This is an optimization exercise on Yosys and OpenROAD, whose aim is small area and a short achievable clock period, not a production implementation. The RTL was checked by simulation tests, not by an equivalence proof against the original design. No driver is modelled on the clock port, so clocking that relies on it looks cheaper here than on a real chip. Power and IR drop assume default switching activity.

## v56
==> flow/design.v <==
module fifo29(
    input Clk,
    input [31:0] dataIn,
    input RD,
    input WR,
    input EN,
    input Rst,
    output reg [31:0] dataOut,
    output reg EMPTY,
    output reg FULL
);
reg [31:0] FIFO [7:0];
reg [7:0] rdPtr, wrPtr;
reg notEmpty, notFull;
reg [7:0] rdOk;
wire act = EN && !Rst;
wire rdGo = act && RD && notEmpty;
wire wrGo = act && WR && notFull;
wire [7:0] rdPtrInc = {rdPtr[6:0], rdPtr[7]};
wire [7:0] wrPtrInc = {wrPtr[6:0], wrPtr[7]};
wire lastWord = |(rdPtrInc & wrPtr);
wire lastSlot = |(wrPtrInc & rdPtr);
wire hold = !EN;
wire clear = EN && Rst;
wire [7:0] rdStep = rdGo ? rdPtrInc : rdPtr;
wire [7:0] wrStep = wrGo ? wrPtrInc : wrPtr;
wire emptyStep = (rdGo && !wrGo) ? lastWord : (wrGo ? 1'b0 : !notEmpty);
wire fullStep = (wrGo && !rdGo) ? lastSlot : (rdGo ? 1'b0 : !notFull);
wire emptyNext = (act & emptyStep) | clear | (hold & !notEmpty);
wire fullNext = (act & fullStep) | (hold & !notFull);
wire [7:0] rdPtrNext = ({8{act}} & rdStep) | ({8{hold}} & rdPtr) | {7'd0, clear};
always @(posedge Clk) begin
    rdPtr <= rdPtrNext;
    rdOk <= rdPtrNext & {8{!emptyNext}};
    wrPtr <= ({8{act}} & wrStep) | ({8{hold}} & wrPtr) | {7'd0, clear};
    notEmpty <= !emptyNext;
    notFull <= !fullNext;
    EMPTY <= emptyNext;
    FULL <= fullNext;
end
wire [7:0] wrSlot = {8{notFull}} & wrPtr;
wire [7:0] rdSlot = rdOk;
wire [31:0] wrEn [7:0];
wire [31:0] rdSel [7:0];
wire [31:0] rdHold;
genvar g, c;
generate
    for (c = 0; c < 2; c = c + 1) begin : gLane
        for (g = 0; g < 8; g = g + 1) begin : gWord
            fifo29_and2 gw (.a(WR), .b(wrSlot[g]), .y(wrEn[g][16*c]));
            fifo29_gate4 gr (.en(EN), .req(RD), .rst(Rst), .ok(rdSlot[g]), .y(rdSel[g][16*c]));
            assign wrEn[g][16*c+15:16*c+1] = {15{wrEn[g][16*c]}};
            assign rdSel[g][16*c+15:16*c+1] = {15{rdSel[g][16*c]}};
        end
        fifo29_nand4 gh (.en(EN), .req(RD), .rst(Rst), .ok(notEmpty), .y(rdHold[16*c]));
        assign rdHold[16*c+15:16*c+1] = {15{rdHold[16*c]}};
    end
endgenerate
integer i, b;
always @(posedge Clk) begin
    for (i = 0; i < 8; i = i + 1)
        for (b = 0; b < 32; b = b + 1)
            if (wrEn[i][b])
                FIFO[i][b] <= dataIn[b];
end
wire [31:0] rdData;
genvar k;
generate
    for (k = 0; k < 32; k = k + 1) begin : gBit
        wire n0, n1, n2;
        fifo29_aoi222 g0 (.a0(FIFO[0][k]), .s0(rdSel[0][k]), .a1(FIFO[1][k]), .s1(rdSel[1][k]), .a2(FIFO[2][k]), .s2(rdSel[2][k]), .y(n0));
        fifo29_aoi222 g1 (.a0(FIFO[3][k]), .s0(rdSel[3][k]), .a1(FIFO[4][k]), .s1(rdSel[4][k]), .a2(FIFO[5][k]), .s2(rdSel[5][k]), .y(n1));
        fifo29_aoi222 g2 (.a0(FIFO[6][k]), .s0(rdSel[6][k]), .a1(FIFO[7][k]), .s1(rdSel[7][k]), .a2(dataOut[k]), .s2(rdHold[k]), .y(n2));
        assign rdData[k] = ~(n0 & n1 & n2);
    end
endgenerate
always @(posedge Clk)
    dataOut <= rdData;
endmodule
module fifo29_aoi222(
    input a0, s0, a1, s1, a2, s2,
    output y
);
assign y = ~((a0 & s0) | (a1 & s1) | (a2 & s2));
endmodule
module fifo29_gate4(
    input en, req, rst, ok,
    output y
);
assign y = en & req & !rst & ok;
endmodule
module fifo29_and2(
    input a, b,
    output y
);
assign y = a & b;
endmodule
module fifo29_nand4(
    input en, req, rst, ok,
    output y
);
assign y = !(en & req & !rst & ok);
endmodule
Settings: LEC_CHECK=0, CAP_MARGIN=20, CORE_MARGIN=2, CORE_UTILIZATION=45, SETUP_SLACK_MARGIN=1.6, SLEW_MARGIN=20, SYNTH_HIERARCHICAL=1, SYNTH_MINIMUM_KEEP_SIZE=0, TNS_END_PERCENT=0; clock period 3.0 ns.
standard.sh (not shown) runs the stock make flow with config.mk's settings and CLKGATE_MAP_FILE= SYNTH_SCRIPT=/design/flow/synth_recipe.tcl, a recipe that flattens the netlist after the stock synthesis.
==> flow/flow/run.sh <==
#!/bin/bash
# The standard layout (standard.sh), with these changes:
#  - plain buffers (buf_2) instead of delay buffers on the ports;
#  - a hand-built two-level clock tree, made by flow/pre_cts.tcl before CTS;
#  - any extra ORFS make variables listed one per line in flow/extra_args.txt.
# ORFS's own logs stay under orfs/logs; make's output goes to flow.log.
set -euo pipefail
here=$(pwd)
args=("BUFFER_PORTS_ARGS=-buffer_cell sky130_fd_sc_hd__buf_2" "PRE_CTS_TCL=$here/flow/pre_cts.tcl")
if [[ -f flow/extra_args.txt ]]; then
  while IFS= read -r line; do
    [[ -n "$line" ]] && args+=("$line")
  done < flow/extra_args.txt
fi
bash standard.sh "${args[@]}" finish > flow.log 2>&1
==> flow/flow/pre_cts.tcl <==
# Hook run by ORFS before CTS: build a shallow clock tree by hand (port -> 4 middle
# buffers -> 12 leaf buffers -> flip-flops). TritonCTS then finds the clock already
# buffered and leaves it alone.
source [file join [file dirname [info script]] mtree.tcl]
manual_clock_tree 12 4 sky130_fd_sc_hd__clkbuf_16 sky130_fd_sc_hd__clkbuf_16
Other scripts of this flow, unchanged in this note and not shown: flow/flow/mtree.tcl
Inputs modified between v56 and v46:
Settings: putting GPL_ROUTABILITY_DRIVEN at 0 where nothing was set; swapping 45 for 50 in CORE_UTILIZATION.
==> summary.txt <==
- v46 completed end to end with timing, DRC and antenna clean.
- v46 vs v56, instance count: v46 lower
- v56 and v46 ended up with nearly the same total power of the final layout.
- Diff v56 -> v46 | wire length of the first global-routing pass | up slightly
- v46 against v56: fmax went up, worst hold slack picked up an extra 23 ps.
- Summary — total global routing track utilization, v46 relative to v56: higher, by 2.2 points.
- NOTE final area v56->v46 decreased slightly
- ~same number of nets in the layout in v56 and v46
- Number of cell instances on the worst register-to-register path: v56 vs v46 identical
- Per the comparison of v46 with v56, sequential share of layout area climbed 0.23 points; average via count per standard cell went up.
The following lists how v53 was set up differently from v46:
Settings: GPL_ROUTABILITY_DRIVEN no longer set, was 0; CORE_UTILIZATION now 55, was 50.
==> summary.txt <==
Across v53 and v46, the outcome is the same: a clean finish for every run.
Diff v46 -> v53: sequential share of layout area higher, iteration count of the initial detailed-routing pass lost 1.
Of v53 and v46, the run reporting the higher combined area of the multi-input logic cells was v53.
Diff v46 -> v53 | global-route wire length before repair | up slightly
Sort v53 and v46 by net switching power, descending, and v46 comes first.
Input changes introduced in v14 (baseline for comparison: v53):
Settings: swapping 55 for 50 in CORE_UTILIZATION.
==> flow/flow/pre_cts.tcl <==
# Hook run by ORFS before CTS: build a shallow clock tree by hand (port -> 4 middle
# buffers -> 16 leaf buffers -> flip-flops). TritonCTS then finds the clock already
# buffered and leaves it alone.
source [file join [file dirname [info script]] mtree.tcl]
manual_clock_tree 16 4 sky130_fd_sc_hd__clkbuf_16 sky130_fd_sc_hd__clkbuf_16
Findings:
Switching power summed over all nets came out higher on v14 than on v53.
Cmp v14 vs v53: worst setup slack lower in v14
Per the comparison of v14 with v53, sequential power share fell by 2.1 points; worst hold slack stayed essentially flat; fmax fell by 0.60%.
Number of gates resized after CTS: v14 vs v53 up 4
When the final numbers for v14 and v53 were put side by side, the share of the clock period used by the worst path turned out to be smaller in v53.
v53 → v14: first-pass GRT wire length increased by 1800 µm relative to the old numbers; combinational fraction of design power decreased by 0.4 points relative to the old numbers; minimum setup slack among reg-to-reg paths increased by 20 ps relative to the old numbers.
> inputs changed (v14 -> v43)
==> flow/flow/pre_cts.tcl <==
# Hook run by ORFS before CTS: build a shallow clock tree by hand (port -> 4 middle
# buffers -> 12 leaf buffers -> flip-flops). TritonCTS then finds the clock already
# buffered and leaves it alone.
source [file join [file dirname [info script]] mtree.tcl]
manual_clock_tree 12 4 sky130_fd_sc_hd__clkbuf_16 sky130_fd_sc_hd__clkbuf_16
Notes after the runs:
- [v43] area of the multi-input gates fell 4.4% relative to v14
- v43 ended up with flop to output port as its type of the setup path with the least slack; v14 ended up with input port to flop.
- [compare] base=v14 new=v43: tightest slew margin relative to the limit went down 0.33 points; I/O pin total flat.
- Relative to v14, sequential share of layout area has gone up in v43.
What v44 does differently from v43 at the input level:
Settings: SETUP_SLACK_MARGIN changed from 1.6 to 1.7.
==> summary.txt <==
Delta (v44 minus v43): required arrival time at the worst endpoint shows no meaningful change; synthesis-to-layout area growth has remained practically unchanged; combinational group share of total power roughly the same; aggregate routed wire length roughly the same.
Number of vias in the routed layout: v44 vs v43 identical
Between v43 and v44, the difference in first-iteration detailed-routing DRC count is negligible.
Comparing v44 with v43, the area of the core came out essentially unchanged.
[compare] base=v43 new=v44: setup slack did not really move, total power level.

---

build 6:
RTL: the design.v shown in full above, as it stands there.
clock: 3.0 ns
lec_check: 0
cap_margin: 20
core_margin: 2
core_utilization: 52
setup_slack_margin: 1.6
slew_margin: 20
synth_hierarchical: 1
synth_minimum_keep_size: 0
tns_end_percent: 0
==> flow/flow/run.sh <==
#!/bin/bash
# The standard layout (standard.sh), with these changes:
#  - plain buffers (buf_2) instead of delay buffers on the ports;
#  - a hand-built two-level clock tree, made by flow/pre_cts.tcl before CTS;
#  - area recovery after global routing that keeps the worst slack (flow/post_grt.tcl);
#  - any extra ORFS make variables listed one per line in flow/extra_args.txt.
# ORFS's own logs stay under orfs/logs; make's output goes to flow.log.
set -euo pipefail
here=$(pwd)
args=("BUFFER_PORTS_ARGS=-buffer_cell sky130_fd_sc_hd__buf_2" "PRE_CTS_TCL=$here/flow/pre_cts.tcl"
      "POST_GLOBAL_ROUTE_TCL=$here/flow/post_grt.tcl")
if [[ -f flow/extra_args.txt ]]; then
  while IFS= read -r line; do
    [[ -n "$line" ]] && args+=("$line")
  done < flow/extra_args.txt
fi
bash standard.sh "${args[@]}" finish > flow.log 2>&1
==> flow/flow/downsize.tcl <==
# Area recovery that keeps timing: try each sized-up logic cell at smaller drive
# strengths of the same cell and keep the smallest one that leaves the worst setup
# slack no lower than it was (less a small allowance) and adds no max-slew or
# max-capacitance violation. Clock buffers and cells without smaller versions are
# left alone; a flip-flop may only change drive strength, never its cell type.
proc ds_candidates {master} {
  if {![regexp {^(sky130_fd_sc_hd__[a-z0-9]+)_([0-9]+)$} $master -> base size]} { return {} }
  set out {}
  foreach s {0 1 2 3 4 6 8 12 16} {
    if {$s >= $size} break
    set lc [get_lib_cells -quiet */${base}_$s]
    if {$lc ne ""} { lappend out [get_name $lc] }
  }
  return $out
}

proc ds_inst_slack {name} {
  set worst 1e30
  foreach p [get_pins -of_objects [get_cells $name]] {
    set s [get_property $p slack_max]
    if {$s ne "" && $s ne "INF" && $s < $worst} { set worst $s }
  }
  return $worst
}

# guard: a cell is only made smaller if the paths through it keep at least this
# much more slack (ns) than the worst, as the later parasitics differ.
proc downsize_keep_timing {allow guard} {
  set block [ord::get_db_block]
  set target [expr {[sta::worst_slack_cmd max] - $allow * 1e-9}]
  set floor [expr {[sta::worst_slack_cmd max] * 1e9 + $guard}]
  set slew0 [sta::max_slew_violation_count]
  set cap0 [sta::max_capacitance_violation_count]
  set insts {}
  foreach inst [$block getInsts] {
    set m [[$inst getMaster] getName]
    if {[string match *clkbuf* $m] || [string match *tap* $m] || [string match *fill* $m] || [string match *decap* $m]} continue
    if {[$inst isDoNotTouch]} continue
    set c [ds_candidates $m]
    if {$c eq {}} continue
    lappend insts [list $inst $m $c [[$inst getMaster] getWidth]]
  }
  set saved 0; set n 0
  foreach e [lsort -integer -decreasing -index 3 $insts] {
    lassign $e inst m cands w
    set name [$inst getName]
    set kept $m
    if {[ds_inst_slack $name] < $floor} continue
    foreach c $cands {
      replace_cell [get_cells $name] [get_lib_cells */$c]
      if {[sta::worst_slack_cmd max] >= $target && [ds_inst_slack $name] >= $floor
          && [sta::max_slew_violation_count] <= $slew0
          && [sta::max_capacitance_violation_count] <= $cap0} { set kept $c; break }
    }
    if {$kept ne $m} {
      replace_cell [get_cells $name] [get_lib_cells */$kept]
      incr n
    } else {
      replace_cell [get_cells $name] [get_lib_cells */$m]
    }
  }
  puts "downsize_keep_timing: resized $n cells, worst slack [sta::worst_slack_cmd max] (target $target),\
 slew violations $slew0 -> [sta::max_slew_violation_count], cap violations $cap0 -> [sta::max_capacitance_violation_count]"
}
==> flow/flow/post_grt.tcl <==
# Hook run by ORFS at the end of global routing: give back the area of cells that
# repair sized up more than timing needs (flow/downsize.tcl), and route the changed
# nets again.
source [file join [file dirname [info script]] downsize.tcl]
global_route -start_incremental
downsize_keep_timing 0.0 0.15
global_route -end_incremental
estimate_parasitics -global_routing
report_worst_slack -max
report_design_area
write_guides $::env(RESULTS_DIR)/route.guide
Other scripts of this flow, unchanged in this note and not shown: flow/flow/mtree.tcl, flow/flow/pre_cts.tcl
No stage failed in build 6, and the final checks on the layout all came back clean.
Changes in build 78 relative to build 6:
Settings: a change of CORE_UTILIZATION from 52 to 50.
--- a/flow/flow/downsize.tcl
+++ b/flow/flow/downsize.tcl
@@ -15,19 +15,7 @@
 }
 
-proc ds_inst_slack {name} {
-  set worst 1e30
-  foreach p [get_pins -of_objects [get_cells $name]] {
-    set s [get_property $p slack_max]
-    if {$s ne "" && $s ne "INF" && $s < $worst} { set worst $s }
-  }
-  return $worst
-}
-
-# guard: a cell is only made smaller if the paths through it keep at least this
-# much more slack (ns) than the worst, as the later parasitics differ.
-proc downsize_keep_timing {allow guard} {
+proc downsize_keep_timing {allow} {
   set block [ord::get_db_block]
   set target [expr {[sta::worst_slack_cmd max] - $allow * 1e-9}]
-  set floor [expr {[sta::worst_slack_cmd max] * 1e9 + $guard}]
   set slew0 [sta::max_slew_violation_count]
   set cap0 [sta::max_capacitance_violation_count]
@@ -46,8 +34,7 @@
     set name [$inst getName]
     set kept $m
-    if {[ds_inst_slack $name] < $floor} continue
     foreach c $cands {
       replace_cell [get_cells $name] [get_lib_cells */$c]
-      if {[sta::worst_slack_cmd max] >= $target && [ds_inst_slack $name] >= $floor
+      if {[sta::worst_slack_cmd max] >= $target
           && [sta::max_slew_violation_count] <= $slew0
           && [sta::max_capacitance_violation_count] <= $cap0} { set kept $c; break }
--- a/flow/flow/post_grt.tcl
+++ b/flow/flow/post_grt.tcl
@@ -4,5 +4,5 @@
 source [file join [file dirname [info script]] downsize.tcl]
 global_route -start_incremental
-downsize_keep_timing 0.0 0.15
+downsize_keep_timing 0.0
 global_route -end_incremental
 estimate_parasitics -global_routing
Notes after the runs:
Setup slack in build 78 is larger than in build 6.
Looking at uppermost metal layer occupied by signal nets, the met4 result is from build 6; the met5 one comes from build 78.
Summary of build 78 over build 6: largest net degree at the start of global routing increased by 7 relative to the old numbers, reg2reg setup slack decreased by 0.04 ns relative to the old numbers, switching power increased by 26 uW relative to the old numbers.
Between build 6 and build 78, met2 usage in global routing is lower for build 78, build 6 comes in above that.
[inputs] build 43 vs build 78
--- a/flow/flow/downsize.tcl
+++ b/flow/flow/downsize.tcl
@@ -15,7 +15,19 @@
 }
 
-proc downsize_keep_timing {allow} {
+proc ds_inst_slack {name} {
+  set worst 1e30
+  foreach p [get_pins -of_objects [get_cells $name]] {
+    set s [get_property $p slack_max]
+    if {$s ne "" && $s ne "INF" && $s < $worst} { set worst $s }
+  }
+  return $worst
+}
+
+# guard: a cell is only made smaller if the paths through it keep at least this
+# much more slack (ns) than the worst, as the later parasitics differ.
+proc downsize_keep_timing {allow guard} {
   set block [ord::get_db_block]
   set target [expr {[sta::worst_slack_cmd max] - $allow * 1e-9}]
+  set floor [expr {[sta::worst_slack_cmd max] * 1e9 + $guard}]
   set slew0 [sta::max_slew_violation_count]
   set cap0 [sta::max_capacitance_violation_count]
@@ -34,7 +46,8 @@
     set name [$inst getName]
     set kept $m
+    if {[ds_inst_slack $name] < $floor} continue
     foreach c $cands {
       replace_cell [get_cells $name] [get_lib_cells */$c]
-      if {[sta::worst_slack_cmd max] >= $target
+      if {[sta::worst_slack_cmd max] >= $target && [ds_inst_slack $name] >= $floor
           && [sta::max_slew_violation_count] <= $slew0
           && [sta::max_capacitance_violation_count] <= $cap0} { set kept $c; break }
--- a/flow/flow/post_grt.tcl
+++ b/flow/flow/post_grt.tcl
@@ -4,5 +4,5 @@
 source [file join [file dirname [info script]] downsize.tcl]
 global_route -start_incremental
-downsize_keep_timing 0.0
+downsize_keep_timing 0.0 0.15
 global_route -end_incremental
 estimate_parasitics -global_routing
Notes after the runs:
Looking at the reports, build 43 completed the entire flow and the layout it produced met the timing, design-rule and antenna checks. Final clock period utilization by the worst path is lower on build 43. According to the power report, total power for build 43 is higher than for build 78. On build 43: critical path depth in cells is 1 higher than what build 78 gave. For power attributed to the clock group, build 43 and build 78 come out practically identical. Summary of the comparison: worst setup slack is higher in build 43, relative to build 78. Of build 43 and build 78, build 43 shows the lower sequential share of layout area, with build 78 above it. Share of power burned in the clock network ended up 0.2 points lower on build 43 than on build 78. Of build 43 and build 78, the run reporting the lower maximum frequency was build 78. From build 78 to build 43 the numbers moved as follows: sequential share of power went down, post-detailed-routing wire length did not really move.

[port drivers added, routing unchanged]
Ports are ideal in the flow. The routed layouts listed here were re-timed in OpenROAD.
Step 1 (the two cells are an assumption about what drives the block):
set clk [get_ports {Clk}]
set_driving_cell -lib_cell sky130_fd_sc_hd__clkbuf_16 $clk
set_driving_cell -lib_cell sky130_fd_sc_hd__buf_2 [delete_from_list [all_inputs] $clk]
Step 2 moves the port delays by t, midway between the first and last clock arrival at a register: inputs arrive t later, outputs are due t later. That takes back most of the time a late clock gives input paths.
a / b / c = no drivers / after step 1 / after step 2; a / b = the first two.
run | shift t [ns] | setup slack, ns | clock arrival spread, ns | worst data-port slew with drivers (ns) | pins driven straight from the clock port
v56 | 0.400 | 1.511 / 1.441 / 1.139 | 0.040 / 0.040 | 0.06 | 4
v46 | 0.385 | 1.531 / 1.449 / 1.128 | 0.027 / 0.027 | 0.14 | 4
v53 | 0.396 | 1.509 / 1.450 / 1.147 | 0.024 / 0.024 | 0.06 | 4
v14 | 0.393 | 1.500 / 1.457 / 1.149 | 0.039 / 0.039 | 0.07 | 4
v43 | 0.385 | 1.531 / 1.449 / 1.128 | 0.027 / 0.027 | 0.14 | 4
v44 | 0.385 | 1.531 / 1.449 / 1.128 | 0.027 / 0.027 | 0.14 | 4
build 6 | 0.399 | 1.403 / 1.442 / 1.060 | 0.044 / 0.045 | 0.07 | 4
build 78 | 0.385 | 1.473 / 1.417 / 1.072 | 0.027 / 0.027 | 0.11 | 4
build 43 | 0.385 | 1.541 / 1.462 / 1.129 | 0.027 / 0.027 | 0.14 | 4
After both steps setup and hold are still met in every run listed. The setup slack of build 43, which loses most, moves by -0.079 ns with the drivers and by -0.412 ns with both steps.
